What follows belongs to an exercise in optimizing a design on an open flow for small area, a short achievable clock period and few clock cycles; a production flow would make more cautious choices.
Function was checked by simulation only, so behaviour that the tests miss may differ from the original.
Power and IR drop assume default switching activity.

==> inputs of pepper <==
==> flow/design.v <==
module AMC(clk, rst, ascii_in, ready, valid, result);
input clk;
input rst;
input ready;
input [7:0] ascii_in;
output valid;
output [6:0] result;
wire [7:0] a = ascii_in;
wire       a_digit = a[6] | (a[4] & ~(a[3] & a[2]));
wire       a_op    = ~a[6] & ~a[4];
wire [3:0] a_val   = a[6] ? {1'b0, a[2:0]} + 4'd9 : a[3:0];
wire       a_open  = a_op & ~a[1] & ~a[0];
wire       a_close = a_op & ~a[2] & ~a[1] & a[0];
wire       a_addsub = a_op & a[0] & (a[1] | a[2]);
wire       a_mark  = (a_op & a[2] & a[0]) | (~a_op & ~a_digit);    
reg        k;         
reg  [3:0] q;         
reg        v;         
wire is_eq     = ~k & q[3] & ~q[2];
wire is_addsub = ~k & q[2];
wire is_minus  = q[3];
wire is_open   = ~k & q[0];
wire is_close  = ~k & q[1];
always @(posedge clk) begin
    k <= a_digit;
    q <= a_digit ? a_val : {a_mark, a_addsub, a_close, a_open};
end
reg        valid_r;   
always @(posedge clk or posedge rst) begin
    if (rst) begin
        v <= 1'b0;
        valid_r <= 1'b0;
    end
    else begin
        v <= ~(v & is_eq) & ~valid_r;
        valid_r <= v & is_eq;
    end
end
reg  [6:0] A, T, C;
reg        f;         
reg  [6:0] p;         
reg  [6:0] sA0, sC0, sA1, sC1, sA2;
wire [6:0] sum  = A + T;
wire [6:0] prod = T * q;
always @(posedge clk) begin
    if (!v) begin
        A <= 7'd0;
        T <= 7'd1;
        C <= 7'd1;
        f <= 1'b1;
    end
    else if (k) begin
        T <= prod;
        f <= 1'b0;
    end
    else if (is_addsub | is_eq) begin
        A <= sum;
        T <= is_minus ? -C : C;
        f <= 1'b0;
    end
    else if (is_open) begin
        p <= {p[5:0], ~f};
        if (!f) begin
            sA0 <= A;  sC0 <= C;
            sA1 <= sA0; sC1 <= sC0;
            sA2 <= sA1;
            A <= 7'd0;
            C <= T;
        end
        f <= 1'b1;
    end
    else if (is_close) begin
        p <= {1'b0, p[6:1]};
        T <= sum;
        if (p[0]) begin
            A <= sA0;  C <= sC0;
            sA0 <= sA1; sC0 <= sC1;
            sA1 <= sA2; sC1 <= 7'd1;
        end
        else
            A <= 7'd0;
        f <= 1'b0;
    end
end
assign valid  = valid_r;
assign result = A;
endmodule
==> flow/flow/run.sh <==
#!/bin/bash
set -euo pipefail
bash standard.sh SETUP_SLACK_MARGIN=7 "BUFFER_PORTS_ARGS=-buffer_cell sky130_fd_sc_hd__buf_2" finish > standard_flow.log 2>&1
==> flow/standard.sh <==
#!/bin/bash
# synth_recipe.tcl (not shown) runs the flow's synth.tcl, then flattens the netlist and writes it again
# the make line also repeats each setting of config.mk as NAME=value (left out here)
make -C /OpenROAD-flow-scripts/flow DESIGN_CONFIG=/design/flow/config.mk WORK_HOME=/design/flow/orfs CLKGATE_MAP_FILE= SYNTH_SCRIPT=/design/flow/synth_recipe.tcl "${@:-finish}"
==> flow/config.mk <==
export PLATFORM = sky130hd
export DESIGN_NAME = AMC
export DESIGN_NICKNAME = AMC
export VERILOG_FILES = /design/flow/design.v
export SDC_FILE = /design/flow/constraint.sdc
export NUM_CORES = 4
export LEC_CHECK = 0
export CAP_MARGIN = 20
export CORE_MARGIN = 2
export CORE_UTILIZATION = 40
export SLEW_MARGIN = 20
==> flow/constraint.sdc <==
create_clock -name core_clock -period 10.0 [get_ports {clk}]
set_input_delay 2.0000 -clock core_clock [delete_from_list [all_inputs] [get_ports {clk}]]
set_output_delay 2.0000 -clock core_clock [all_outputs]
set_load 0.01 [all_outputs]
==> inputs of lagoon, as changes to pepper <==
==> flow/design.v, changed modules only <==
module AMC(clk, rst, ascii_in, ready, valid, result);
input clk;
input rst;
input ready;
input [7:0] ascii_in;
output reg valid;
output [6:0] result;
wire [7:0] a = ascii_in;
reg  [6:0] A, Ta, C;
reg  [4:0] Tb;
reg        ph;        
reg        f;         
reg  [6:0] p;         
reg  [6:0] sA0, sC0, sA1, sC1, sA2;
reg        qo;        
reg        qs;        
reg        qc;        
reg        qr;        
wire       ptop = qc ? p[1] : p[0];
wire [6:0] Ae   = qr ? sA0 : (qc ? 7'd0 : A);
wire [6:0] Ce   = qr ? sC0 : C;
wire [6:0] T    = Ta + {Tb, 2'b00};
wire [6:0] S    = Ae + T;
wire [6:0] negC = -Ce;
wire [6:0] Ta2  = {Ta[5:0], 1'b0};
wire [6:0] Ta3  = Ta + Ta2;
wire go  = ~valid;
wire g0  = go & ~ph;                  
wire g1x = go & ph;                   
wire o_open = ~a[4] & a[3];
wire x04 = ~(a[0] ^ a[4]);
wire g1  = g0 & ~a[1] & x04;          
wire g2  = g0 & ~x04 & (a[1] ^ a[0]);     
wire g3  = g0 & a[1] & x04;           
wire h1  = g0 & a[4] & ~a[3] & a[2];                      
wire h2  = g0 & ((a[4] & a[3]) |                          
                 (~a[4] & ~a[3] & ~a[2] & ~(a[1] & a[0])));   
wire h3  = g0 & ~a[4] & ~a[3] & (a[2] | (a[1] & a[0]));   
wire tm  = g1x & ~a[0];               
wire tp  = g1x & a[0] & a[1];         
wire tn  = g1x & a[0] & a[2];         
wire tc  = g1x & a[0] & ~a[1] & ~a[2];    
wire is_eq = g1x & a[4];
wire as  = g1x & a[0] & (a[1] | a[2]);    
wire pop = tc & ptop;
wire ah  = (g0 & ~qs) | tm | tc;
wire [6:0] Ta_n = ({7{g1}} & Ta) | ({7{g2}} & Ta2) | ({7{g3}} & Ta3) |
                  ({7{tm}} & T) | ({7{tp}} & Ce) | ({7{tn}} & negC) |
                  ({7{tc}} & S) | {6'd0, valid};
wire [4:0] Tb_n = ({5{h1}} & Ta[4:0]) | ({5{h2}} & Ta2[4:0]) | ({5{h3}} & Ta3[4:0]);
wire [6:0] A_n  = ({7{as}} & S) | ({7{ah}} & Ae);
wire [6:0] C_n  = ({7{qs}} & Ta) | ({7{~qs & go}} & Ce) |
                  {6'd0, valid};
always @(posedge clk or posedge rst) begin
    if (rst) begin
        valid <= 1'b0;
        A <= 7'd0;
        Ta <= 7'd1;
        C <= 7'd1;
        ph <= 1'b0;
        f <= 1'b1;
        qr <= 1'b0;
    end
    else begin
        valid <= is_eq;
        ph <= go & (ph ? a[0] & ~a[1] & ~a[2] : ~o_open);
        A <= A_n;
        Ta <= Ta_n;
        C <= C_n;
        f <= valid | (~ph & o_open);
        qr <= pop;
    end
end
always @(posedge clk) begin
    Tb <= Tb_n;
    qo <= g0 & o_open;
    qs <= g0 & o_open & ~f;
    qc <= tc;
end
always @(posedge clk) begin
    if (qs) begin
        sA0 <= A;  sC0 <= C;
        sA1 <= sA0; sC1 <= sC0;
        sA2 <= sA1;
    end
    else if (qr) begin
        sA0 <= sA1; sC0 <= sC1;
        sA1 <= sA2; sC1 <= 7'd1;
    end
    if (qo)
        p <= {p[5:0], qs};
    else if (qc)
        p <= {1'b0, p[6:1]};
end
assign result = A;
endmodule
==> flow/flow/run.sh (replaced) <==
#!/bin/bash
# The standard layout (standard synthesis unchanged), with:
#  - a tighter setup repair target, so the resizer works on the real
#    critical paths (the SDC and its clock period are not changed);
#  - no buffer removal by the repair, so every port keeps its buffer;
#  - port buffers of a plain buffer cell;
#  - a clock tree of clkbuf_8 without dummy loads;
set -euo pipefail
bash standard.sh \
  SETUP_SLACK_MARGIN=7.05 \
  SKIP_BUFFER_REMOVAL=1 \
  "BUFFER_PORTS_ARGS=-buffer_cell sky130_fd_sc_hd__buf_4" \
  "CTS_ARGS=-sink_clustering_enable -repair_clock_nets -dont_use_dummy_load -buf_list sky130_fd_sc_hd__clkbuf_8" \
  finish > standard_flow.log 2>&1
CORE_UTILIZATION = 65   (was 40)
PLACE_DENSITY = 0.75   (was not set)
==> comparison <==
Between lagoon and pepper, the lower non-clock buffer count is in lagoon (gap 5). Sequential share of layout area: lagoon is higher than pepper (5.0 points). Of pepper and lagoon, lagoon has the higher sequential power (gap 18%, measured against lagoon). Between pepper and lagoon, the lower first-iteration DRC count is in lagoon (gap 22%, measured against lagoon). Between pepper and lagoon, the lower via count is in lagoon (gap 16%, measured against lagoon). Against pepper, the critical path depth of lagoon is higher by 5. pepper finished with timing, DRC and antenna clean. lagoon completed without violations. Of pepper and lagoon, lagoon has the higher register-to-register slack (gap 0.05 ns). Against pepper, the synthesized cell count of lagoon is lower by about 20%.
Testbench counts of pepper, summed over its fixed seeds: cycles 25,794.
Testbench counts of lagoon, summed over its fixed seeds: cycles 23,394.

## port drivers added, routing unchanged
The flow's constraints put no driver on any port. The routed layouts listed below were extracted and timed again, unchanged, in two steps.
Step 1 (the two cells are an assumption about what drives the block):
set clk [get_ports {clk}]
set_driving_cell -lib_cell sky130_fd_sc_hd__clkbuf_16 $clk
set_driving_cell -lib_cell sky130_fd_sc_hd__buf_2 [delete_from_list [all_inputs] $clk]
Step 2 moves the port delays by t, midway between the first and last clock arrival at a register: inputs arrive t later, outputs are due t later. That takes back most of the time a late clock gives input paths.
Slacks: ideal ports / drivers / drivers and shift; pairs: ideal ports / drivers.
| run | shift t [ns] | setup WS [ns] | worst register clock-pin slew, ns | worst slew at a driven data input, ns |
|---|---|---|---|---|
| pepper | 0.365 | 7.057 / 7.024 / 7.059 | 0.08 / 0.08 | 0.03 |
| lagoon | 0.370 | 7.046 / 7.049 / 6.683 | 0.07 / 0.07 | 0.04 |
After both steps setup and hold are still met in every run listed. For lagoon, which loses most, drivers alone change the setup slack by +0.003 ns; drivers and shift together by -0.363 ns.
